Background: an optimization exercise with open tools, aiming at small area and a short achievable clock period. Do not read the settings as production practice.
No functional check of the RTL was part of any run shown here.
Power figures rest on the tool's default switching activity, not on a simulated workload.

**flow/flow/run.sh**
```bash
#!/bin/bash
cp standard.sh standard.sh.txt
export BUFFER_PORTS_ARGS="-buffer_cell sky130_fd_sc_hd__buf_1"
bash standard.sh > standard.log 2>&1
```
**flow/standard.sh**
```bash
#!/bin/bash
# synth_recipe.tcl (not shown) runs the flow's synth.tcl, then flattens the netlist and writes it again
# the make line also repeats each setting of config.mk as NAME=value (left out here)
make -C /OpenROAD-flow-scripts/flow DESIGN_CONFIG=/design/flow/config.mk WORK_HOME=/design/flow/orfs CLKGATE_MAP_FILE= SYNTH_SCRIPT=/design/flow/synth_recipe.tcl "${@:-finish}"
```
**flow/config.mk**
```make
export PLATFORM = sky130hd
export DESIGN_NAME = lightHashDES
export DESIGN_NICKNAME = lightHashDES
export VERILOG_FILES = /design/flow/design.v
export SDC_FILE = /design/flow/constraint.sdc
export NUM_CORES = 4
export LEC_CHECK = 0
export CAP_MARGIN = 20
export CORE_MARGIN = 2
export CORE_UTILIZATION = 40
export SETUP_SLACK_MARGIN = 1.6
export SLEW_MARGIN = 20
export SYNTH_HIERARCHICAL = 1
```
**flow/constraint.sdc**
```tcl
create_clock -name core_clock -period 3.3 [get_ports {clk}]
set_input_delay 0.6600 -clock core_clock [delete_from_list [all_inputs] [get_ports {clk}]]
set_output_delay 0.6600 -clock core_clock [all_outputs]
set_load 0.01 [all_outputs]
```
**flow/design.v**
```verilog
module Sbox5 (
    input  [5:0] in,
    output reg [3:0] out
);
    reg [1:0] row;
    reg [3:0] column;
    always @(*) begin
        row = {in[5], in[0]};
        column = in[4:1];
        case (column)
            4'b0000 : case (row)
                        2'b00 :  out = 4'b0010;
                        2'b01 :  out = 4'b1110;
                        2'b10 :  out = 4'b0100;
                        2'b11 :  out = 4'b1011;
                     endcase
            4'b0001 : case (row)
                        2'b00 :  out = 4'b1100;
                        2'b01 :  out = 4'b1011;
                        2'b10 :  out = 4'b0010;
                        2'b11 :  out = 4'b1000;
                     endcase
            4'b0010 : case (row)
                        2'b00 :  out = 4'b0100;
                        2'b01 :  out = 4'b0010;
                        2'b10 :  out = 4'b0001;
                        2'b11 :  out = 4'b1100;
                     endcase
            4'b0011 : case (row)
                        2'b00 :  out = 4'b0001;
                        2'b01 :  out = 4'b1100;
                        2'b10 :  out = 4'b1011;
                        2'b11 :  out = 4'b0111;
                     endcase
            4'b0100 : case (row)
                        2'b00 :  out = 4'b0111;
                        2'b01 :  out = 4'b0100;
                        2'b10 :  out = 4'b1100;
                        2'b11 :  out = 4'b0001;
                     endcase
            4'b0101 : case (row)
                        2'b00 :  out = 4'b1010;
                        2'b01 :  out = 4'b0111;  
                        2'b10 :  out = 4'b1101;
                        2'b11 :  out = 4'b1110;
                     endcase
            4'b0110 : case (row)
                        2'b00 :  out = 4'b1011;
                        2'b01 :  out = 4'b1101;
                        2'b10 :  out = 4'b0111;
                        2'b11 :  out = 4'b0010;
                     endcase
            4'b0111 : case (row)
                        2'b00 :  out = 4'b0110;
                        2'b01 :  out = 4'b0001;
                        2'b10 :  out = 4'b1000;
                        2'b11 :  out = 4'b1101;
                     endcase
            4'b1000 : case (row)
                        2'b00 :  out = 4'b1000;
                        2'b01 :  out = 4'b0101;
                        2'b10 :  out = 4'b1111;
                        2'b11 :  out = 4'b0110;
                     endcase
            4'b1001 : case (row)
                        2'b00 :  out = 4'b0101;
                        2'b01 :  out = 4'b0000;
                        2'b10 :  out = 4'b1001;
                        2'b11 :  out = 4'b1111;
                     endcase
            4'b1010 : case (row)
                        2'b00 :  out = 4'b0011;
                        2'b01 :  out = 4'b1111;
                        2'b10 :  out = 4'b1100;
                        2'b11 :  out = 4'b0000;
                     endcase
            4'b1011 : case (row)
                        2'b00 :  out = 4'b1111;
                        2'b01 :  out = 4'b1100;
                        2'b10 :  out = 4'b0101;
                        2'b11 :  out = 4'b1001;
                     endcase
            4'b1100 : case (row)
                        2'b00 :  out = 4'b1101;
                        2'b01 :  out = 4'b0011;
                        2'b10 :  out = 4'b0110;
                        2'b11 :  out = 4'b1100;
                     endcase
            4'b1101 : case (row)
                        2'b00 :  out = 4'b0000;
                        2'b01 :  out = 4'b1001;
                        2'b10 :  out = 4'b0011;
                        2'b11 :  out = 4'b0100;
                     endcase
            4'b1110 : case (row)
                        2'b00 :  out = 4'b1110;
                        2'b01 :  out = 4'b1000;
                        2'b10 :  out = 4'b0000;
                        2'b11 :  out = 4'b0101;
                     endcase
            4'b1111 : case (row)
                        2'b00 :  out = 4'b1001;
                        2'b01 :  out = 4'b0110;
                        2'b10 :  out = 4'b1110;
                        2'b11 :  out = 4'b0011;
                     endcase
            default: out = 4'h0;
        endcase
    end
endmodule
module Round (
    input  [3:0]  s_box_out,
    input  [31:0] h_in,
    output reg [31:0] h_out
);
    reg [3:0] h_in_n [0:7];
    reg [3:0] h_out_n [0:7];
    integer i;
    reg [3:0] temp;
    reg [1:0] rot;  
    always @(*) begin
        h_in_n[7] = h_in[31:28];
        h_in_n[6] = h_in[27:24];
        h_in_n[5] = h_in[23:20];
        h_in_n[4] = h_in[19:16];
        h_in_n[3] = h_in[15:12];
        h_in_n[2] = h_in[11:8];
        h_in_n[1] = h_in[7:4];
        h_in_n[0] = h_in[3:0];
        for (i = 0; i < 8; i = i + 1) begin
            temp = h_in_n[(i + 2) % 8] ^ s_box_out;
            rot = (i/2);  
            if (rot == 0)
                h_out_n[i] = temp & 4'hF;
            else
                h_out_n[i] = ( ((temp << rot) | (temp >> (4 - rot))) & 4'hF );
        end
        h_out = {h_out_n[7], h_out_n[6], h_out_n[5], h_out_n[4],
                 h_out_n[3], h_out_n[2], h_out_n[1], h_out_n[0]};
    end
endmodule
module HashIteration (
    input  [7:0] M,
    output reg   a,
    output reg   b,
    output       c       
);
    wire [5:0] x = {M[5], M[7] ^ M[2], M[3], M[0], M[4] ^ M[1], M[6]};
    always @(*) begin
        case (x)
            6'd0 : {a, b} = 2'b01;
            6'd1 : {a, b} = 2'b10;
            6'd2 : {a, b} = 2'b11;
            6'd3 : {a, b} = 2'b10;
            6'd4 : {a, b} = 2'b10;
            6'd5 : {a, b} = 2'b01;
            6'd6 : {a, b} = 2'b10;
            6'd7 : {a, b} = 2'b11;
            6'd8 : {a, b} = 2'b01;
            6'd9 : {a, b} = 2'b10;
            6'd10: {a, b} = 2'b00;
            6'd11: {a, b} = 2'b01;
            6'd12: {a, b} = 2'b10;
            6'd13: {a, b} = 2'b01;
            6'd14: {a, b} = 2'b11;
            6'd15: {a, b} = 2'b10;
            6'd16: {a, b} = 2'b01;
            6'd17: {a, b} = 2'b00;
            6'd18: {a, b} = 2'b00;
            6'd19: {a, b} = 2'b00;
            6'd20: {a, b} = 2'b11;
            6'd21: {a, b} = 2'b00;
            6'd22: {a, b} = 2'b00;
            6'd23: {a, b} = 2'b11;
            6'd24: {a, b} = 2'b01;
            6'd25: {a, b} = 2'b11;
            6'd26: {a, b} = 2'b00;
            6'd27: {a, b} = 2'b11;
            6'd28: {a, b} = 2'b10;
            6'd29: {a, b} = 2'b01;
            6'd30: {a, b} = 2'b11;
            6'd31: {a, b} = 2'b11;
            6'd32: {a, b} = 2'b10;
            6'd33: {a, b} = 2'b10;
            6'd34: {a, b} = 2'b01;
            6'd35: {a, b} = 2'b01;
            6'd36: {a, b} = 2'b10;
            6'd37: {a, b} = 2'b11;
            6'd38: {a, b} = 2'b10;
            6'd39: {a, b} = 2'b01;
            6'd40: {a, b} = 2'b11;
            6'd41: {a, b} = 2'b10;
            6'd42: {a, b} = 2'b01;
            6'd43: {a, b} = 2'b10;
            6'd44: {a, b} = 2'b01;
            6'd45: {a, b} = 2'b01;
            6'd46: {a, b} = 2'b01;
            6'd47: {a, b} = 2'b01;
            6'd48: {a, b} = 2'b00;
            6'd49: {a, b} = 2'b11;
            6'd50: {a, b} = 2'b11;
            6'd51: {a, b} = 2'b00;
            6'd52: {a, b} = 2'b11;
            6'd53: {a, b} = 2'b00;
            6'd54: {a, b} = 2'b00;
            6'd55: {a, b} = 2'b11;
            6'd56: {a, b} = 2'b11;
            6'd57: {a, b} = 2'b11;
            6'd58: {a, b} = 2'b11;
            6'd59: {a, b} = 2'b10;
            6'd60: {a, b} = 2'b00;
            6'd61: {a, b} = 2'b00;
            6'd62: {a, b} = 2'b10;
            6'd63: {a, b} = 2'b11;
            default: {a, b} = 2'b00;
        endcase
    end
    assign c = a ^ b;
endmodule
module cz_inv  (input a, output y);       assign y = ~a;           endmodule
module cz_nor2 (input a, b, output y);    assign y = ~(a | b);     endmodule
module cz_nand2(input a, b, output y);    assign y = ~(a & b);     endmodule
module cz_nor3 (input a, b, c, output y); assign y = ~(a | b | c); endmodule
module cz_bit0(input c, l, s, output d);    assign d = s ? l : ~c;        endmodule
module cz_bitp(input c, t, l, s, output d); assign d = s ? l : (c ^ t);   endmodule
module cz_bitn(input c, t, l, s, output d); assign d = s ? l : ~(c ^ t);  endmodule   
module lightHashDES(
    input              clk,
    input              M_valid,
    input              rst_n,
    input      [7:0]   M,
    input     [63:0]   input_length,
    output reg         hash_ready,
    output     [31:0]  digest
);
    reg        busy;
    reg [63:0] counter;
    reg        a_t, b_t, c_t;  
    reg  [6:0] f;              
    wire [63:0] counter_d;
    wire start = !busy && M_valid;
    wire z1;
    wire z2;
    wire z3;
    wire z4;
    wire z5;
    wire z6;
    wire z7;
    wire z8;
    wire z9;
    wire z10;
    wire z11;
    wire z12;
    wire z13;
    wire z14;
    wire z15;
    wire z16;
    wire z17;
    wire z18;
    wire z19;
    wire z20;
    wire z21;
    wire z22;
    wire z23;
    wire z24;
    wire z25;
    wire z26;
    wire z27;
    wire z28;
    wire z29;
    wire z30;
    wire z31;
    wire z32;
    wire z33;
    wire z34;
    wire z35;
    wire z36;
    wire z37;
    wire z38;
    wire z39;
    wire z40;
    wire z41;
    wire z42;
    wire z43;
    wire z44;
    wire z45;
    wire z46;
    wire z47;
    wire z48;
    wire z49;
    wire z50;
    wire z51;
    wire z52;
    wire z53;
    wire z54;
    wire z55;
    wire z56;
    wire zi57;
    wire z58;
    wire z59;
    wire zi60;
    wire z61;
    wire z62;
    wire zi63;
    wire z64;
    wire z65;
    wire zi66;
    wire z67;
    wire z68;
    wire z69;
    wire zi70;
    wire z71;
    wire z72;
    wire z73;
    wire z74;
    wire zi75;
    wire z76;
    wire z77;
    wire z78;
    wire zi79;
    wire z80;
    wire z81;
    wire zi82;
    wire z83;
    wire zi84;
    wire z85;
    wire z86;
    wire z87;
    wire z88;
    wire z89;
    wire z90;
    wire zi91;
    wire z92;
    wire zg93;
    wire zi94;
    wire z95;
    wire zi96;
    wire z97;
    wire z98;
    wire zg99;
    wire z100;
    wire z101;
    wire zi102;
    wire z103;
    wire zg104;
    wire zi105;
    wire z106;
    wire z107;
    wire zi108;
    wire z109;
    wire zg110;
    wire zi111;
    wire z112;
    wire zi113;
    wire z114;
    wire z115;
    wire zg116;
    wire z117;
    wire zi118;
    wire z119;
    wire z120;
    wire zg121;
    wire z122;
    wire zi123;
    wire z124;
    wire z125;
    wire zg126;
    wire z127;
    wire zi128;
    wire z129;
    wire z130;
    wire zg131;
    wire z132;
    wire z133;
    wire zi134;
    wire z135;
    wire zg136;
    wire zi137;
    wire z138;
    wire z139;
    wire zi140;
    wire z141;
    wire zg142;
    wire zi143;
    wire z144;
    wire z145;
    wire zi146;
    wire z147;
    wire zg148;
    wire zi149;
    wire z150;
    wire z151;
    wire zi152;
    wire z153;
    wire zg154;
    wire zi155;
    wire z156;
    wire z157;
    wire zi158;
    wire z159;
    wire zg160;
    wire zi161;
    wire z162;
    wire z163;
    wire zi164;
    wire z165;
    wire zg166;
    wire zi167;
    wire z168;
    wire z169;
    wire zi170;
    wire z171;
    wire zg172;
    wire zi173;
    wire z174;
    wire zg175;
    wire z176;
    wire z177;
    wire z178;
    wire z179;
    wire z180;
    wire z181;
    wire z182;
    wire z183;
    wire z184;
    wire z185;
    wire zi186;
    wire z187;
    wire z188;
    wire z189;
    wire z190;
    cz_nor2  u_z1 (.a(counter[0]), .b(counter[1]), .y(z1));
    cz_nor2  u_z2 (.a(counter[2]), .b(counter[3]), .y(z2));
    cz_nor2  u_z3 (.a(counter[4]), .b(counter[5]), .y(z3));
    cz_nor2  u_z4 (.a(counter[6]), .b(counter[7]), .y(z4));
    cz_nor2  u_z5 (.a(counter[8]), .b(counter[9]), .y(z5));
    cz_nor2  u_z6 (.a(counter[10]), .b(counter[11]), .y(z6));
    cz_nor2  u_z7 (.a(counter[12]), .b(counter[13]), .y(z7));
    cz_nor2  u_z8 (.a(counter[14]), .b(counter[15]), .y(z8));
    cz_nor2  u_z9 (.a(counter[16]), .b(counter[17]), .y(z9));
    cz_nor2  u_z10 (.a(counter[18]), .b(counter[19]), .y(z10));
    cz_nor2  u_z11 (.a(counter[20]), .b(counter[21]), .y(z11));
    cz_nor2  u_z12 (.a(counter[22]), .b(counter[23]), .y(z12));
    cz_nor2  u_z13 (.a(counter[24]), .b(counter[25]), .y(z13));
    cz_nor2  u_z14 (.a(counter[26]), .b(counter[27]), .y(z14));
    cz_nor2  u_z15 (.a(counter[28]), .b(counter[29]), .y(z15));
    cz_nor2  u_z16 (.a(counter[30]), .b(counter[31]), .y(z16));
    cz_nor2  u_z17 (.a(counter[32]), .b(counter[33]), .y(z17));
    cz_nor2  u_z18 (.a(counter[34]), .b(counter[35]), .y(z18));
    cz_nor2  u_z19 (.a(counter[36]), .b(counter[37]), .y(z19));
    cz_nor2  u_z20 (.a(counter[38]), .b(counter[39]), .y(z20));
    cz_nor2  u_z21 (.a(counter[40]), .b(counter[41]), .y(z21));
    cz_nor2  u_z22 (.a(counter[42]), .b(counter[43]), .y(z22));
    cz_nor2  u_z23 (.a(counter[44]), .b(counter[45]), .y(z23));
    cz_nor2  u_z24 (.a(counter[46]), .b(counter[47]), .y(z24));
    cz_nor2  u_z25 (.a(counter[48]), .b(counter[49]), .y(z25));
    cz_nor2  u_z26 (.a(counter[50]), .b(counter[51]), .y(z26));
    cz_nor2  u_z27 (.a(counter[52]), .b(counter[53]), .y(z27));
    cz_nor2  u_z28 (.a(counter[54]), .b(counter[55]), .y(z28));
    cz_nor2  u_z29 (.a(counter[56]), .b(counter[57]), .y(z29));
    cz_nor2  u_z30 (.a(counter[58]), .b(counter[59]), .y(z30));
    cz_nor2  u_z31 (.a(counter[60]), .b(counter[61]), .y(z31));
    cz_nor2  u_z32 (.a(counter[62]), .b(counter[63]), .y(z32));
    cz_nand2 u_z33 (.a(z1), .b(z2), .y(z33));
    cz_nand2 u_z34 (.a(z3), .b(z4), .y(z34));
    cz_nand2 u_z35 (.a(z5), .b(z6), .y(z35));
    cz_nand2 u_z36 (.a(z7), .b(z8), .y(z36));
    cz_nand2 u_z37 (.a(z9), .b(z10), .y(z37));
    cz_nand2 u_z38 (.a(z11), .b(z12), .y(z38));
    cz_nand2 u_z39 (.a(z13), .b(z14), .y(z39));
    cz_nand2 u_z40 (.a(z15), .b(z16), .y(z40));
    cz_nand2 u_z41 (.a(z17), .b(z18), .y(z41));
    cz_nand2 u_z42 (.a(z19), .b(z20), .y(z42));
    cz_nand2 u_z43 (.a(z21), .b(z22), .y(z43));
    cz_nand2 u_z44 (.a(z23), .b(z24), .y(z44));
    cz_nand2 u_z45 (.a(z25), .b(z26), .y(z45));
    cz_nand2 u_z46 (.a(z27), .b(z28), .y(z46));
    cz_nand2 u_z47 (.a(z29), .b(z30), .y(z47));
    cz_nand2 u_z48 (.a(z31), .b(z32), .y(z48));
    cz_nor2  u_z49 (.a(z34), .b(z33), .y(z49));
    cz_nor2  u_z50 (.a(z36), .b(z35), .y(z50));
    cz_nor2  u_z51 (.a(z38), .b(z37), .y(z51));
    cz_nor2  u_z52 (.a(z40), .b(z39), .y(z52));
    cz_nor2  u_z53 (.a(z42), .b(z41), .y(z53));
    cz_nor2  u_z54 (.a(z44), .b(z43), .y(z54));
    cz_nor2  u_z55 (.a(z46), .b(z45), .y(z55));
    cz_nor2  u_z56 (.a(z48), .b(z47), .y(z56));
    cz_inv   u_zi57 (.a(z35), .y(zi57));
    cz_nand2 u_z58 (.a(zi57), .b(z49), .y(z58));
    cz_nand2 u_z59 (.a(z50), .b(z49), .y(z59));
    cz_inv   u_zi60 (.a(z39), .y(zi60));
    cz_nand2 u_z61 (.a(zi60), .b(z51), .y(z61));
    cz_nand2 u_z62 (.a(z52), .b(z51), .y(z62));
    cz_inv   u_zi63 (.a(z43), .y(zi63));
    cz_nand2 u_z64 (.a(zi63), .b(z53), .y(z64));
    cz_nand2 u_z65 (.a(z54), .b(z53), .y(z65));
    cz_inv   u_zi66 (.a(z47), .y(zi66));
    cz_nand2 u_z67 (.a(zi66), .b(z55), .y(z67));
    cz_nand2 u_z68 (.a(z56), .b(z55), .y(z68));
    cz_nor2  u_z69 (.a(z37), .b(z59), .y(z69));
    cz_inv   u_zi70 (.a(z51), .y(zi70));
    cz_nor2  u_z71 (.a(zi70), .b(z59), .y(z71));
    cz_nor2  u_z72 (.a(z61), .b(z59), .y(z72));
    cz_nor2  u_z73 (.a(z62), .b(z59), .y(z73));
    cz_nor2  u_z74 (.a(z45), .b(z65), .y(z74));
    cz_inv   u_zi75 (.a(z55), .y(zi75));
    cz_nor2  u_z76 (.a(zi75), .b(z65), .y(z76));
    cz_nor2  u_z77 (.a(z67), .b(z65), .y(z77));
    cz_nor2  u_z78 (.a(z68), .b(z65), .y(z78));
    cz_inv   u_zi79 (.a(z41), .y(zi79));
    cz_nand2 u_z80 (.a(zi79), .b(z73), .y(z80));
    cz_nand2 u_z81 (.a(z53), .b(z73), .y(z81));
    cz_inv   u_zi82 (.a(z64), .y(zi82));
    cz_nand2 u_z83 (.a(zi82), .b(z73), .y(z83));
    cz_inv   u_zi84 (.a(z65), .y(zi84));
    cz_nand2 u_z85 (.a(zi84), .b(z73), .y(z85));
    cz_nand2 u_z86 (.a(z74), .b(z73), .y(z86));
    cz_nand2 u_z87 (.a(z76), .b(z73), .y(z87));
    cz_nand2 u_z88 (.a(z77), .b(z73), .y(z88));
    cz_nand2 u_z89 (.a(z78), .b(z73), .y(z89));
    cz_nor2  u_z90 (.a(z33), .b(counter[4]), .y(z90));
    cz_inv   u_zi91 (.a(z3), .y(zi91));
    cz_nor2  u_z92 (.a(z33), .b(zi91), .y(z92));
    cz_nor3  u_zg93 (.a(counter[4]), .b(counter[5]), .c(counter[6]), .y(zg93));
    cz_inv   u_zi94 (.a(zg93), .y(zi94));
    cz_nor2  u_z95 (.a(z33), .b(zi94), .y(z95));
    cz_inv   u_zi96 (.a(counter[8]), .y(zi96));
    cz_nand2 u_z97 (.a(z49), .b(zi96), .y(z97));
    cz_nand2 u_z98 (.a(z49), .b(z5), .y(z98));
    cz_nor3  u_zg99 (.a(counter[8]), .b(counter[9]), .c(counter[10]), .y(zg99));
    cz_nand2 u_z100 (.a(z49), .b(zg99), .y(z100));
    cz_nor2  u_z101 (.a(z58), .b(counter[12]), .y(z101));
    cz_inv   u_zi102 (.a(z7), .y(zi102));
    cz_nor2  u_z103 (.a(z58), .b(zi102), .y(z103));
    cz_nor3  u_zg104 (.a(counter[12]), .b(counter[13]), .c(counter[14]), .y(zg104));
    cz_inv   u_zi105 (.a(zg104), .y(zi105));
    cz_nor2  u_z106 (.a(z58), .b(zi105), .y(z106));
    cz_nor2  u_z107 (.a(z59), .b(counter[16]), .y(z107));
    cz_inv   u_zi108 (.a(z9), .y(zi108));
    cz_nor2  u_z109 (.a(z59), .b(zi108), .y(z109));
    cz_nor3  u_zg110 (.a(counter[16]), .b(counter[17]), .c(counter[18]), .y(zg110));
    cz_inv   u_zi111 (.a(zg110), .y(zi111));
    cz_nor2  u_z112 (.a(z59), .b(zi111), .y(z112));
    cz_inv   u_zi113 (.a(counter[20]), .y(zi113));
    cz_nand2 u_z114 (.a(z69), .b(zi113), .y(z114));
    cz_nand2 u_z115 (.a(z69), .b(z11), .y(z115));
    cz_nor3  u_zg116 (.a(counter[20]), .b(counter[21]), .c(counter[22]), .y(zg116));
    cz_nand2 u_z117 (.a(z69), .b(zg116), .y(z117));
    cz_inv   u_zi118 (.a(counter[24]), .y(zi118));
    cz_nand2 u_z119 (.a(z71), .b(zi118), .y(z119));
    cz_nand2 u_z120 (.a(z71), .b(z13), .y(z120));
    cz_nor3  u_zg121 (.a(counter[24]), .b(counter[25]), .c(counter[26]), .y(zg121));
    cz_nand2 u_z122 (.a(z71), .b(zg121), .y(z122));
    cz_inv   u_zi123 (.a(counter[28]), .y(zi123));
    cz_nand2 u_z124 (.a(z72), .b(zi123), .y(z124));
    cz_nand2 u_z125 (.a(z72), .b(z15), .y(z125));
    cz_nor3  u_zg126 (.a(counter[28]), .b(counter[29]), .c(counter[30]), .y(zg126));
    cz_nand2 u_z127 (.a(z72), .b(zg126), .y(z127));
    cz_inv   u_zi128 (.a(counter[32]), .y(zi128));
    cz_nand2 u_z129 (.a(z73), .b(zi128), .y(z129));
    cz_nand2 u_z130 (.a(z73), .b(z17), .y(z130));
    cz_nor3  u_zg131 (.a(counter[32]), .b(counter[33]), .c(counter[34]), .y(zg131));
    cz_nand2 u_z132 (.a(z73), .b(zg131), .y(z132));
    cz_nor2  u_z133 (.a(z80), .b(counter[36]), .y(z133));
    cz_inv   u_zi134 (.a(z19), .y(zi134));
    cz_nor2  u_z135 (.a(z80), .b(zi134), .y(z135));
    cz_nor3  u_zg136 (.a(counter[36]), .b(counter[37]), .c(counter[38]), .y(zg136));
    cz_inv   u_zi137 (.a(zg136), .y(zi137));
    cz_nor2  u_z138 (.a(z80), .b(zi137), .y(z138));
    cz_nor2  u_z139 (.a(z81), .b(counter[40]), .y(z139));
    cz_inv   u_zi140 (.a(z21), .y(zi140));
    cz_nor2  u_z141 (.a(z81), .b(zi140), .y(z141));
    cz_nor3  u_zg142 (.a(counter[40]), .b(counter[41]), .c(counter[42]), .y(zg142));
    cz_inv   u_zi143 (.a(zg142), .y(zi143));
    cz_nor2  u_z144 (.a(z81), .b(zi143), .y(z144));
    cz_nor2  u_z145 (.a(z83), .b(counter[44]), .y(z145));
    cz_inv   u_zi146 (.a(z23), .y(zi146));
    cz_nor2  u_z147 (.a(z83), .b(zi146), .y(z147));
    cz_nor3  u_zg148 (.a(counter[44]), .b(counter[45]), .c(counter[46]), .y(zg148));
    cz_inv   u_zi149 (.a(zg148), .y(zi149));
    cz_nor2  u_z150 (.a(z83), .b(zi149), .y(z150));
    cz_nor2  u_z151 (.a(z85), .b(counter[48]), .y(z151));
    cz_inv   u_zi152 (.a(z25), .y(zi152));
    cz_nor2  u_z153 (.a(z85), .b(zi152), .y(z153));
    cz_nor3  u_zg154 (.a(counter[48]), .b(counter[49]), .c(counter[50]), .y(zg154));
    cz_inv   u_zi155 (.a(zg154), .y(zi155));
    cz_nor2  u_z156 (.a(z85), .b(zi155), .y(z156));
    cz_nor2  u_z157 (.a(z86), .b(counter[52]), .y(z157));
    cz_inv   u_zi158 (.a(z27), .y(zi158));
    cz_nor2  u_z159 (.a(z86), .b(zi158), .y(z159));
    cz_nor3  u_zg160 (.a(counter[52]), .b(counter[53]), .c(counter[54]), .y(zg160));
    cz_inv   u_zi161 (.a(zg160), .y(zi161));
    cz_nor2  u_z162 (.a(z86), .b(zi161), .y(z162));
    cz_nor2  u_z163 (.a(z87), .b(counter[56]), .y(z163));
    cz_inv   u_zi164 (.a(z29), .y(zi164));
    cz_nor2  u_z165 (.a(z87), .b(zi164), .y(z165));
    cz_nor3  u_zg166 (.a(counter[56]), .b(counter[57]), .c(counter[58]), .y(zg166));
    cz_inv   u_zi167 (.a(zg166), .y(zi167));
    cz_nor2  u_z168 (.a(z87), .b(zi167), .y(z168));
    cz_nor2  u_z169 (.a(z88), .b(counter[60]), .y(z169));
    cz_inv   u_zi170 (.a(z31), .y(zi170));
    cz_nor2  u_z171 (.a(z88), .b(zi170), .y(z171));
    cz_nor3  u_zg172 (.a(counter[60]), .b(counter[61]), .c(counter[62]), .y(zg172));
    cz_inv   u_zi173 (.a(zg172), .y(zi173));
    cz_nor2  u_z174 (.a(z88), .b(zi173), .y(z174));
    cz_nor3  u_zg175 (.a(counter[0]), .b(counter[1]), .c(counter[2]), .y(zg175));
    cz_nor2  u_z176 (.a(z34), .b(z35), .y(z176));
    cz_nor2  u_z177 (.a(z36), .b(z37), .y(z177));
    cz_nor2  u_z178 (.a(z38), .b(z39), .y(z178));
    cz_nor2  u_z179 (.a(z40), .b(z41), .y(z179));
    cz_nor2  u_z180 (.a(z42), .b(z43), .y(z180));
    cz_nor2  u_z181 (.a(z44), .b(z45), .y(z181));
    cz_nor2  u_z182 (.a(z46), .b(z47), .y(z182));
    cz_nand2 u_z183 (.a(z176), .b(z177), .y(z183));
    cz_nand2 u_z184 (.a(z178), .b(z179), .y(z184));
    cz_nand2 u_z185 (.a(z180), .b(z181), .y(z185));
    cz_inv   u_zi186 (.a(z48), .y(zi186));
    cz_nand2 u_z187 (.a(z182), .b(zi186), .y(z187));
    cz_nor2  u_z188 (.a(z183), .b(z184), .y(z188));
    cz_nor2  u_z189 (.a(z185), .b(z187), .y(z189));
    cz_nand2 u_z190 (.a(z188), .b(z189), .y(z190));
    cz_bit0 u_b0 (.c(counter[0]), .l(input_length[0]), .s(start), .d(counter_d[0]));
    cz_bitn u_b1 (.c(counter[1]), .t(counter[0]), .l(input_length[1]), .s(start), .d(counter_d[1]));
    cz_bitp u_b2 (.c(counter[2]), .t(z1), .l(input_length[2]), .s(start), .d(counter_d[2]));
    cz_bitp u_b3 (.c(counter[3]), .t(zg175), .l(input_length[3]), .s(start), .d(counter_d[3]));
    cz_bitn u_b4 (.c(counter[4]), .t(z33), .l(input_length[4]), .s(start), .d(counter_d[4]));
    cz_bitp u_b5 (.c(counter[5]), .t(z90), .l(input_length[5]), .s(start), .d(counter_d[5]));
    cz_bitp u_b6 (.c(counter[6]), .t(z92), .l(input_length[6]), .s(start), .d(counter_d[6]));
    cz_bitp u_b7 (.c(counter[7]), .t(z95), .l(input_length[7]), .s(start), .d(counter_d[7]));
    cz_bitp u_b8 (.c(counter[8]), .t(z49), .l(input_length[8]), .s(start), .d(counter_d[8]));
    cz_bitn u_b9 (.c(counter[9]), .t(z97), .l(input_length[9]), .s(start), .d(counter_d[9]));
    cz_bitn u_b10 (.c(counter[10]), .t(z98), .l(input_length[10]), .s(start), .d(counter_d[10]));
    cz_bitn u_b11 (.c(counter[11]), .t(z100), .l(input_length[11]), .s(start), .d(counter_d[11]));
    cz_bitn u_b12 (.c(counter[12]), .t(z58), .l(input_length[12]), .s(start), .d(counter_d[12]));
    cz_bitp u_b13 (.c(counter[13]), .t(z101), .l(input_length[13]), .s(start), .d(counter_d[13]));
    cz_bitp u_b14 (.c(counter[14]), .t(z103), .l(input_length[14]), .s(start), .d(counter_d[14]));
    cz_bitp u_b15 (.c(counter[15]), .t(z106), .l(input_length[15]), .s(start), .d(counter_d[15]));
    cz_bitn u_b16 (.c(counter[16]), .t(z59), .l(input_length[16]), .s(start), .d(counter_d[16]));
    cz_bitp u_b17 (.c(counter[17]), .t(z107), .l(input_length[17]), .s(start), .d(counter_d[17]));
    cz_bitp u_b18 (.c(counter[18]), .t(z109), .l(input_length[18]), .s(start), .d(counter_d[18]));
    cz_bitp u_b19 (.c(counter[19]), .t(z112), .l(input_length[19]), .s(start), .d(counter_d[19]));
    cz_bitp u_b20 (.c(counter[20]), .t(z69), .l(input_length[20]), .s(start), .d(counter_d[20]));
    cz_bitn u_b21 (.c(counter[21]), .t(z114), .l(input_length[21]), .s(start), .d(counter_d[21]));
    cz_bitn u_b22 (.c(counter[22]), .t(z115), .l(input_length[22]), .s(start), .d(counter_d[22]));
    cz_bitn u_b23 (.c(counter[23]), .t(z117), .l(input_length[23]), .s(start), .d(counter_d[23]));
    cz_bitp u_b24 (.c(counter[24]), .t(z71), .l(input_length[24]), .s(start), .d(counter_d[24]));
    cz_bitn u_b25 (.c(counter[25]), .t(z119), .l(input_length[25]), .s(start), .d(counter_d[25]));
    cz_bitn u_b26 (.c(counter[26]), .t(z120), .l(input_length[26]), .s(start), .d(counter_d[26]));
    cz_bitn u_b27 (.c(counter[27]), .t(z122), .l(input_length[27]), .s(start), .d(counter_d[27]));
    cz_bitp u_b28 (.c(counter[28]), .t(z72), .l(input_length[28]), .s(start), .d(counter_d[28]));
    cz_bitn u_b29 (.c(counter[29]), .t(z124), .l(input_length[29]), .s(start), .d(counter_d[29]));
    cz_bitn u_b30 (.c(counter[30]), .t(z125), .l(input_length[30]), .s(start), .d(counter_d[30]));
    cz_bitn u_b31 (.c(counter[31]), .t(z127), .l(input_length[31]), .s(start), .d(counter_d[31]));
    cz_bitp u_b32 (.c(counter[32]), .t(z73), .l(input_length[32]), .s(start), .d(counter_d[32]));
    cz_bitn u_b33 (.c(counter[33]), .t(z129), .l(input_length[33]), .s(start), .d(counter_d[33]));
    cz_bitn u_b34 (.c(counter[34]), .t(z130), .l(input_length[34]), .s(start), .d(counter_d[34]));
    cz_bitn u_b35 (.c(counter[35]), .t(z132), .l(input_length[35]), .s(start), .d(counter_d[35]));
    cz_bitn u_b36 (.c(counter[36]), .t(z80), .l(input_length[36]), .s(start), .d(counter_d[36]));
    cz_bitp u_b37 (.c(counter[37]), .t(z133), .l(input_length[37]), .s(start), .d(counter_d[37]));
    cz_bitp u_b38 (.c(counter[38]), .t(z135), .l(input_length[38]), .s(start), .d(counter_d[38]));
    cz_bitp u_b39 (.c(counter[39]), .t(z138), .l(input_length[39]), .s(start), .d(counter_d[39]));
    cz_bitn u_b40 (.c(counter[40]), .t(z81), .l(input_length[40]), .s(start), .d(counter_d[40]));
    cz_bitp u_b41 (.c(counter[41]), .t(z139), .l(input_length[41]), .s(start), .d(counter_d[41]));
    cz_bitp u_b42 (.c(counter[42]), .t(z141), .l(input_length[42]), .s(start), .d(counter_d[42]));
    cz_bitp u_b43 (.c(counter[43]), .t(z144), .l(input_length[43]), .s(start), .d(counter_d[43]));
    cz_bitn u_b44 (.c(counter[44]), .t(z83), .l(input_length[44]), .s(start), .d(counter_d[44]));
    cz_bitp u_b45 (.c(counter[45]), .t(z145), .l(input_length[45]), .s(start), .d(counter_d[45]));
    cz_bitp u_b46 (.c(counter[46]), .t(z147), .l(input_length[46]), .s(start), .d(counter_d[46]));
    cz_bitp u_b47 (.c(counter[47]), .t(z150), .l(input_length[47]), .s(start), .d(counter_d[47]));
    cz_bitn u_b48 (.c(counter[48]), .t(z85), .l(input_length[48]), .s(start), .d(counter_d[48]));
    cz_bitp u_b49 (.c(counter[49]), .t(z151), .l(input_length[49]), .s(start), .d(counter_d[49]));
    cz_bitp u_b50 (.c(counter[50]), .t(z153), .l(input_length[50]), .s(start), .d(counter_d[50]));
    cz_bitp u_b51 (.c(counter[51]), .t(z156), .l(input_length[51]), .s(start), .d(counter_d[51]));
    cz_bitn u_b52 (.c(counter[52]), .t(z86), .l(input_length[52]), .s(start), .d(counter_d[52]));
    cz_bitp u_b53 (.c(counter[53]), .t(z157), .l(input_length[53]), .s(start), .d(counter_d[53]));
    cz_bitp u_b54 (.c(counter[54]), .t(z159), .l(input_length[54]), .s(start), .d(counter_d[54]));
    cz_bitp u_b55 (.c(counter[55]), .t(z162), .l(input_length[55]), .s(start), .d(counter_d[55]));
    cz_bitn u_b56 (.c(counter[56]), .t(z87), .l(input_length[56]), .s(start), .d(counter_d[56]));
    cz_bitp u_b57 (.c(counter[57]), .t(z163), .l(input_length[57]), .s(start), .d(counter_d[57]));
    cz_bitp u_b58 (.c(counter[58]), .t(z165), .l(input_length[58]), .s(start), .d(counter_d[58]));
    cz_bitp u_b59 (.c(counter[59]), .t(z168), .l(input_length[59]), .s(start), .d(counter_d[59]));
    cz_bitn u_b60 (.c(counter[60]), .t(z88), .l(input_length[60]), .s(start), .d(counter_d[60]));
    cz_bitp u_b61 (.c(counter[61]), .t(z169), .l(input_length[61]), .s(start), .d(counter_d[61]));
    cz_bitp u_b62 (.c(counter[62]), .t(z171), .l(input_length[62]), .s(start), .d(counter_d[62]));
    cz_bitp u_b63 (.c(counter[63]), .t(z174), .l(input_length[63]), .s(start), .d(counter_d[63]));
    wire one = counter[0] & ~counter[1] & z2 & ~z190;    
    wire a_m, b_m, c_m;
    HashIteration main (.M(M), .a(a_m), .b(b_m), .c(c_m));
    always @(posedge clk or negedge rst_n) begin
        if (!rst_n) begin
            busy       <= 1'b0;
            hash_ready <= 1'b0;
        end else begin
            hash_ready <= busy & one;
            busy       <= busy ? !one : M_valid;
        end
    end
    localparam [6:0] C0 = 7'b111_0111;
    localparam [6:0] CP = 7'b011_1001;
    localparam [6:0] CA = 7'b100_1011;
    localparam [6:0] CB = 7'b001_0111;
    localparam [6:0] CC = CA & CB;            
    localparam [6:0] OA = CA & ~CB;           
    localparam [6:0] OB = CB & ~CA;           
    always @(posedge clk) begin
        counter <= counter_d;
        a_t     <= a_m;
        b_t     <= b_m;
        c_t     <= c_m;
        f       <= start ? C0 : f ^ CP ^ (OA & {7{a_t}}) ^ (OB & {7{b_t}}) ^ (CC & {7{c_t}});
    end
    assign digest = {
        f[2],  f[6],  f[2],  f[6],  ~f[4], f[3],  f[4],  ~f[3],   
        f[5],  f[5],  ~f[5], ~f[5], ~f[5], 1'b0,  f[5],  1'b0,    
        ~f[3], ~f[4], f[3],  f[4],  ~f[3], f[2],  f[3],  f[2],    
        ~f[1], f[0],  ~f[1], ~f[0], f[1],  ~f[0], f[1],  f[0]     
    };
endmodule
```
==> results.sh, run 1 <==
export IMPL_leakagePower_nw=1.899
export IMPL_layout_drive_gt1_share_pct=18.24
export IMPL_ff2ff_path_depth=10
export IMPL_drc=0
export IMPL_finalWirelength_um=8532
export IMPL_synthTopCellsByArea="dfxtp_1 36%, nand2_1 11%, xnor2_1 8.5%"
export IMPL_synthCells=543
export IMPL_cp_depth=8
export IMPL_cap_violations=0
export IMPL_required_ns=3.60
export IMPL_hpwl_um=5821
export IMPL_synthFlopType="dfxtp_1"
export IMPL_worst_slew_pin_slew_ns=0.5054
export IMPL_core_area_um2=10180
export IMPL_die_w_um=105.6
export IMPL_grt_pass1_wl_um=14370
export IMPL_clkSinkCount=76
export IMPL_critPathArrivalTime_ns=2.25
export IMPL_fmax_mhz=512.9
export IMPL_finalHoldViolations=0
export IMPL_insertion_delay_ns=0.36
export IMPL_slowest_delay_ns=0.49
export IMPL_wl_per_cell_um=10.75
export IMPL_worst_path_max_fanout=5
export IMPL_syn_area_um2=4131
export IMPL_via_count=3561
export IMPL_cts_max_level=3
export IMPL_worst_setup_path_start_kind="input pin"
export IMPL_insertedDiodeCount=0
export IMPL_path_cells="buf_8, xor2_4, ha_4, mux4_2, mux2i_4, xor2_1, nand2_1, o21ai_2"
export IMPL_antenna_found_initial=0
export IMPL_rsz0062_at_grt="true"
export IMPL_drt_initial_drc_count=145
export IMPL_die_area_um2=11160
export IMPL_worst_slack_ns=1.350
export IMPL_min_path_type="input pin to asynchronous set/reset pin"
export IMPL_synth_cell_types=36
export IMPL_synth_warnings=8
export IMPL_path_clk_slew_ns=0.08
export IMPL_ys_seq_elements=76
export IMPL_synth_top_area_share_pct=35.86
export IMPL_die_height_um=105.6
export IMPL_crit_family="multiplexers"
export IMPL_p_per_area_nw_per_um2=606.2
export IMPL_regToRegSetupSlack_ns=1.63
export IMPL_port_buffers=105
export IMPL_postRouteAntennaNets=0
export IMPL_synth_edf_count=0
export IMPL_areaGrowthSynthToFinish_pct=26.38
export IMPL_clockRootBuffer="clkbuf_8"
export IMPL_drt_vias_per_instance=4.485
export IMPL_setup_viol=0
export IMPL_rows=37
export IMPL_grt_max_degree=105
export IMPL_first_pass_iters=4
export IMPL_syn_area_per_cell_um2=7.609
export IMPL_drv_slew=0
export IMPL_critPathSlowestCell="mux4_2"
export IMPL_r2r_end="counter[34]"
export IMPL_grt_usage_pct=15.88
export IMPL_path_class="input pin to flip-flop"
export IMPL_yosysTopAreaCell="dfxtp_1"
export IMPL_maxSlewHeadroom_pct=66.31
export IMPL_fillers=1007
export IMPL_pre_cts_slack_ns=0.7338
export IMPL_finalCriticalPeriod_ns=1.950
export IMPL_clock_skew_final_ns=0.008292
export IMPL_async_reset_ff_share_pct=2.632
export IMPL_ir_drop_uv=371.7
export IMPL_clk_path_buf_depth=2
export IMPL_initial_core_util_pct=40.57
export IMPL_cts_made_buffers=9
export IMPL_path_buf_inv=1
export IMPL_min_period_over_period_pct=59.08
export IMPL_gp_congestion=0.7426
export IMPL_gr_total_overflow=0
export IMPL_cts_tree="built"
export IMPL_ys_seq_area_share_pct=37.07
export IMPL_synth_most_common_cell="nand2_1"
export IMPL_endpoint_kind="flip-flop"
export IMPL_grt_pass1_vias=3396
export IMPL_ios=108
export IMPL_netlist_top_cells_count="122 x nand2_1, 89 x nor2_1, 74 x dfxtp_1"
export IMPL_tns_ns=0
export IMPL_crit_reg2reg_launch="counter[4]"
export IMPL_outcome="no timing/DRC/antenna violations"
export IMPL_finalNetCount=733
stage by stage:
stage	hold slack [ns]	power, mW	instance area (um2)	utilization (%)	cells
global placement	0.4046	2.098	4601	45.17	765
floorplan	0.3644	2.010	4175	-	544
finish	0.06847	3.165	5221	51.27	794
global route	0.05756	3.376	5221	51.27	794
CTS	0.04451	3.133	5027	49.36	790
detailed placement	0.4098	2.119	4601	45.17	765
logic make-up (layout without fill, tap and decap cells):
| family | Yosys count | after routing | synth area share, % |
|---|---|---|---|
| adder cells (fa/ha/maj) | 5 | 5 | 1.514 |
| multiplexers | 5 | 5 | 1.847 |
| flip-flops | 76 | 76 | 37.07 |
| other | 1 | 2 | 0.09077 |
| AND/OR/NAND/NOR | 233 | 233 | 24.35 |
| buffers and inverters | 69 | 183 | 8.359 |
| XOR/XNOR | 73 | 73 | 16.11 |
| AO/OA/AOI/OAI | 81 | 81 | 10.66 |
per-module statistics from Yosys (local to each module, per instance):
module         times used  flops+latches
lightHashDES            1             76
HashIteration           1              0
cz_bitn                26              0
cz_bitp                37              0
cz_nor3                16              0
cz_bit0                 1              0
cz_inv                 35              0
cz_nand2               50              0
cz_nor2                85              0
layer usage:
metal,up-vias,part of all wire [%],track usage (%)
li1,1915,-,-
met2,66,47,26.82
met5,-,0,0
met3,12,5.6,5.257
met4,0,1.5,5.357
met1,1568,46,18.93
sequential cells by signal, summed over array words and instances, names as in the netlist:
signal      cells
b_t             1
f               7
c_t             1
busy            1
counter        64
a_t             1
hash_ready      1
area by class of cell:
type / count / area [um2] / share of cell area [%]
clock buffer: 12 / 145.1 / 2.780
clock inverter: 4 / 120.1 / 2.300
inverter: 47 / 182.7 / 3.499
multi-input combinational: 399 / 2499 / 47.86
sequential: 76 / 1544 / 29.57
tap: 136 / 170.2 / 3.259
timing repair buffer: 119 / 555.5 / 10.64
timing repair inverter: 1 / 5.005 / 0.09585
how the worst max path moves through the flow:
stage          startpoint     endpoint  slack [ns]
6_report             M[4]          c_t        1.35
5_1_grt              M[4]          c_t        1.25
4_1_cts              M[1]          c_t        1.33
3_5_place_dp         M[4]          c_t        0.73
3_3_place_gp         M[4]          c_t        0.80
2_1_floorplan     M_valid  counter[10]        0.96
worst reg2reg max path: stages, from the launching register on:
cell	delay (ns)
dfxtp_2	0.36
nor2_4	0.13
nand2_2	0.09
nor2_4	0.14
nand2_4	0.11
nor2_4	0.13
buf_8	0.16
buf_4	0.14
nand2_1	0.06
xor2_1	0.15
o21ai_1	0.08
cells in the final DEF (no fill, tap or decap), types with 4 or more instances in the layout:
master     instances
bufinv_16          4
nor2_2            23
dfxtp_2            7
nor2_4             8
inv_1             45
o21ai_1           65
nand2_4            5
nand2_2           10
clkbuf_8          10
nand2_1          107
nor2_1            58
buf_1            101
xnor2_1           40
dfxtp_1           66
buf_4             11
nor3_2            16
xor2_1            31
power breakdown:
part           switching (mW)  internal [mW]  leakage [nW]  total [mW]
clock                   0.341          0.600         0.131       0.941
sequential              0.250           1.15         0.648        1.40
combinational           0.424          0.401          1.12       0.824
timing repair:
action,CTS,global route
endpoints found under the setup margin,57,44
hold buffers,0,0
setup buffers,8,4
cloned,1,0
gates resized for setup,36,52
pin swaps,10,13
==> run 2, diff against run 1 <==
--- a/flow/design.v
+++ b/flow/design.v
@@ -142,8 +142,7 @@
 module HashIteration (
     input  [7:0] M,
     output reg   a,
-    output reg   b,
-    output       c       
+    output reg   b
 );
     wire [5:0] x = {M[5], M[7] ^ M[2], M[3], M[0], M[4] ^ M[1], M[6]};
     always @(*) begin
@@ -215,7 +214,6 @@
             default: {a, b} = 2'b00;
         endcase
     end
-    assign c = a ^ b;
 endmodule
 module cz_inv  (input a, output y);       assign y = ~a;           endmodule
 module cz_nor2 (input a, b, output y);    assign y = ~(a | b);     endmodule
@@ -235,7 +233,7 @@
 );
     reg        busy;
     reg [63:0] counter;
-    reg        a_t, b_t, c_t;  
+    reg        a_t, b_t;       
     reg  [6:0] f;              
     wire [63:0] counter_d;
     wire start = !busy && M_valid;
@@ -684,8 +682,9 @@
     cz_bitp u_b62 (.c(counter[62]), .t(z171), .l(input_length[62]), .s(start), .d(counter_d[62]));
     cz_bitp u_b63 (.c(counter[63]), .t(z174), .l(input_length[63]), .s(start), .d(counter_d[63]));
     wire one = counter[0] & ~counter[1] & z2 & ~z190;    
-    wire a_m, b_m, c_m;
-    HashIteration main (.M(M), .a(a_m), .b(b_m), .c(c_m));
+    wire a_m, b_m;
+    HashIteration main (.M(M), .a(a_m), .b(b_m));
+    wire c_t = a_t ^ b_t;
     always @(posedge clk or negedge rst_n) begin
         if (!rst_n) begin
             busy       <= 1'b0;
@@ -706,7 +705,6 @@
         counter <= counter_d;
         a_t     <= a_m;
         b_t     <= b_m;
-        c_t     <= c_m;
         f       <= start ? C0 : f ^ CP ^ (OA & {7{a_t}}) ^ (OB & {7{b_t}}) ^ (CC & {7{c_t}});
     end
     assign digest = {
==> run 2 against run 1 <==
  * Still clean on timing, DRC and antenna
  * Via count is 0.31% higher
  * Clock power is 27% lower
  * Utilization is 0.76 points higher
  * Synthesized cell count is 0.74% higher
  * Worst setup slack better by 0.21 ns
  * Sequential share of layout area is 0.12 points higher
  * Critical path type unchanged
  * Highest routed layer unchanged
==> results.sh, run 2 <==
export IMPL_outcome="no timing/DRC/antenna violations"
export IMPL_core_area_um2=9864
export IMPL_synth_top_area_share_pct=35.77
export IMPL_clk_path_buf_depth=2
export IMPL_place_area_um2=4549
export IMPL_p_seq_share_pct=47.5
export IMPL_wl_per_cell_um=11.12
export IMPL_cts_made_buffers=9
export IMPL_reg_top3="counter x64, f x7"
export IMPL_setup_viol=0
export IMPL_drt_initial_drc_count=89
export IMPL_finalCriticalPeriod_ns=1.742
export IMPL_syn_area_um2=4085
export IMPL_grt_max_degree=92
export IMPL_clock_skew_final_ns=0.007285
export IMPL_yosysTopAreaCell="dfxtp_1"
export IMPL_intPower_mw=1.902
export IMPL_rows=36
export IMPL_initial_core_util_pct=41.41
export IMPL_seq_area_um2=1524
export IMPL_netlist_top_cells_count="125 x nand2_1, 91 x nor2_1, 73 x dfxtp_1"
export IMPL_areaGrowthSynthToFinish_pct=25.64
export IMPL_grt_pass1_vias=3276
export IMPL_rsz0062_at_grt="true"
export IMPL_finalPower_mw=2.888
export IMPL_drv_slew=0
export IMPL_critPathArrivalTime_ns=1.98
export IMPL_final_common_cell="nand2_1"
export IMPL_ff2ff_path_depth=10
export IMPL_fmax_mhz=574.1
export IMPL_tns_ns=0
export IMPL_synthFlopType="dfxtp_1"
export IMPL_ys_seq_area_share_pct=37.00
export IMPL_cap_violations=0
export IMPL_die_area_um2=11040
export IMPL_async_reset_ff_share_pct=2.667
export IMPL_hpwl_um=6044
export IMPL_p_comb_share_pct=28.8
export IMPL_worst_setup_path_start_kind="input pin"
export IMPL_finalWirelength_um=8874
export IMPL_synth_most_common_cell="nand2_1"
export IMPL_required_ns=3.54
export IMPL_drc=0
export IMPL_syn_area_per_cell_um2=7.468
export IMPL_multi_input_area_um2=2499
export IMPL_finalHoldViolations=0
export IMPL_path_class="input pin to flip-flop"
export IMPL_gr_total_overflow=0
export IMPL_ys_seq_elements=75
export IMPL_r2r_end="counter[53]"
export IMPL_slowest_delay_ns=0.26
export IMPL_critPathSlowestCell="mux2_4"
export IMPL_worst_path_max_fanout=4
export IMPL_power_switching_share_pct=34.12
export IMPL_drt_vias_per_instance=4.476
export IMPL_layout_common_cells="109 x nand2_1, 100 x buf_1, 65 x dfxtp_1"
export IMPL_die_w_um=105.1
export IMPL_synthTopCellsByArea="dfxtp_1 36%, nand2_1 11%, xnor2_1 8.6%"
export IMPL_ir_drop_uv=272.4
export IMPL_clkSinkCount=75
export IMPL_synthCells=547
export IMPL_final_cell_area_um2=5132
export IMPL_fillers=950
export IMPL_insertion_delay_ns=0.35
export IMPL_path_cells="buf_8, xor2_4, buf_6, ha_4, mux2_4, mux2i_2, o32ai_2, a31o_2"
export IMPL_synth_cell_types=37
export IMPL_grt_pass1_wl_um=14240
export IMPL_first_pass_iters=4
export IMPL_via_count=3572
export IMPL_largest_register_ffs=64
export IMPL_postRouteAntennaNets=0
export IMPL_p_clk_share_pct=23.7
export IMPL_synth_edf_count=0
export IMPL_min_path_type="input pin to asynchronous set/reset pin"
export IMPL_clockRootBuffer="clkbuf_8"
export IMPL_insertedDiodeCount=0
export IMPL_min_period_over_period_pct=52.79
export IMPL_port_buffers=105
export IMPL_regMostFlops="counter"
export IMPL_path_clk_slew_ns=0.07
export IMPL_layout_drive_gt1_share_pct=19.70
export IMPL_endpoint_kind="flip-flop"
export IMPL_antenna_found_initial=0
export IMPL_leakagePower_nw=1.868
export IMPL_crit_reg2reg_launch="counter[17]"
export IMPL_gp_congestion=0.8444
export IMPL_grt_usage_pct=15.79
export IMPL_synth_warnings=8
export IMPL_cts_max_level=3
export IMPL_p_switching_mw=0.9854
export IMPL_die_height_um=105.1
export IMPL_ios=108
export IMPL_p_per_area_nw_per_um2=562.7
export IMPL_regToRegSetupSlack_ns=1.65
export IMPL_finalNetCount=739
export IMPL_cts_tree="built"
==> run 2: per-layer routing <==
metal  vias up  share of wire [%]  global-route usage (%)
met5         -                  0                       0
met4         0                1.9                   6.095
met3        15                3.7                   3.805
met2        59                 48                   26.76
met1      1563                 46                   19.26
li1       1935                  -                       -
==> run 2: worst max path at each step <==
stage | startpoint | endpoint | slack [ns] | depth (start not counted)
2_1_floorplan | M_valid | counter[10] | 0.96 | 4
3_3_place_gp | counter[0] | counter[59] | 1.05 | 10
3_5_place_dp | counter[0] | counter[45] | 0.99 | 10
4_1_cts | M[4] | b_t | 1.59 | 8
5_1_grt | M[4] | b_t | 1.53 | 8
6_report | M[4] | b_t | 1.56 | 8
==> run 2: modules after synthesis, one instance, submodules excluded, a selection <==
module	area, um2	flip-flops and latches	times used
HashIteration	341.6	0	1
cz_nand2	3.754	0	50
cz_bit0	8.758	0	1
cz_bitn	17.52	0	26
cz_bitp	17.52	0	37
cz_nor2	3.754	0	85
cz_inv	3.754	0	35
==> run 2: critical path: cells and delay by family <==
family,cells,cell delay (ns)
mux,2,0.45
compound gates,2,0.32
buf+inv,2,0.23
xor+xnor,1,0.18
fa+ha+maj,1,0.14
==> run 2: area by class of cell <==
| cell class | count | share of cell area (%) |
|---|---|---|
| timing repair buffer | 122 | 11.12 |
| clock buffer | 15 | 3.632 |
| multi-input combinational | 406 | 48.68 |
| inverter | 44 | 3.291 |
| timing repair inverter | 2 | 0.2438 |
| sequential | 75 | 29.69 |
| clock inverter | 1 | 0.09751 |
| tap | 133 | 3.242 |
==> run 2: repair_timing <==
item,4_1_cts,5_1_grt
hold buffers,0,0
gates cloned,2,1
gates resized for setup,40,55
hold endpoints to repair,0,0
endpoints found under the setup margin,55,53
pin swaps,10,15
buffers inserted,7,7
==> run 2: logic make-up (layout without fill, tap and decap cells) <==
kind of cell,count (synthesis),count (layout),share of synthesized area (%)
buffers and inverters,67,184,8.147
other,1,2,0.09180
AO/OA/AOI/OAI,78,78,10.11
XOR/XNOR,73,73,16.63
multiplexers,3,3,0.7657
flip-flops,75,75,37.00
adder cells (fa/ha/maj),4,4,1.225
AND/OR/NAND/NOR,246,246,26.03
==> run 2: metrics by stage <==
step                std cells  util [%]  hold WS (ns)  setup WS [ns]
floorplan                 548         -        0.3644         0.9560
CTS                       790     49.91       0.07234          1.587
global route              798     52.03       0.07269          1.532
global placement          765     46.12        0.4013          1.051
detailed placement        765     46.12        0.4087         0.9949
finish                    798     52.03       0.08240          1.558
==> run 2: power groups by stage <==
stage	combinational, mW	clock, mW	sequential [mW]
floorplan	0.654	0	1.35
global placement	0.736	0	1.36
detailed placement	0.747	0	1.37
CTS	0.788	0.708	1.35
global route	0.926	0.748	1.41
finish	0.831	0.685	1.37

## afterwards: timing with drivers on the ports
The results above use ideal ports. As a check the final layouts listed here were re-extracted and re-timed, cells and wires unchanged. Step 1: set_driving_cell puts a clkbuf_16 on clk and a buf_2 on each other input, an assumption about the parent block. Step 2 adds t to the input delays and takes it off the output delays; t is the mean of the earliest and latest rising clock arrival at the registers after step 1. Input paths then give back, and output paths get back, about the clock's delay inside the block. Slacks: ideal ports / drivers / drivers and shift; pairs: ideal ports / drivers.
run	shift t [ns]	slack for setup (ns)	latest minus earliest clock arrival (ns)	worst data-port slew with drivers (ns)
run 1	0.387	1.350 / 1.343 / 0.956	0.008 / 0.008	0.06
run 2	0.374	1.558 / 1.549 / 1.174	0.007 / 0.007	0.05
After both steps setup and hold are still met in every run listed. The setup slack of run 1, which loses most, moves by -0.007 ns with the drivers and by -0.394 ns with both steps.
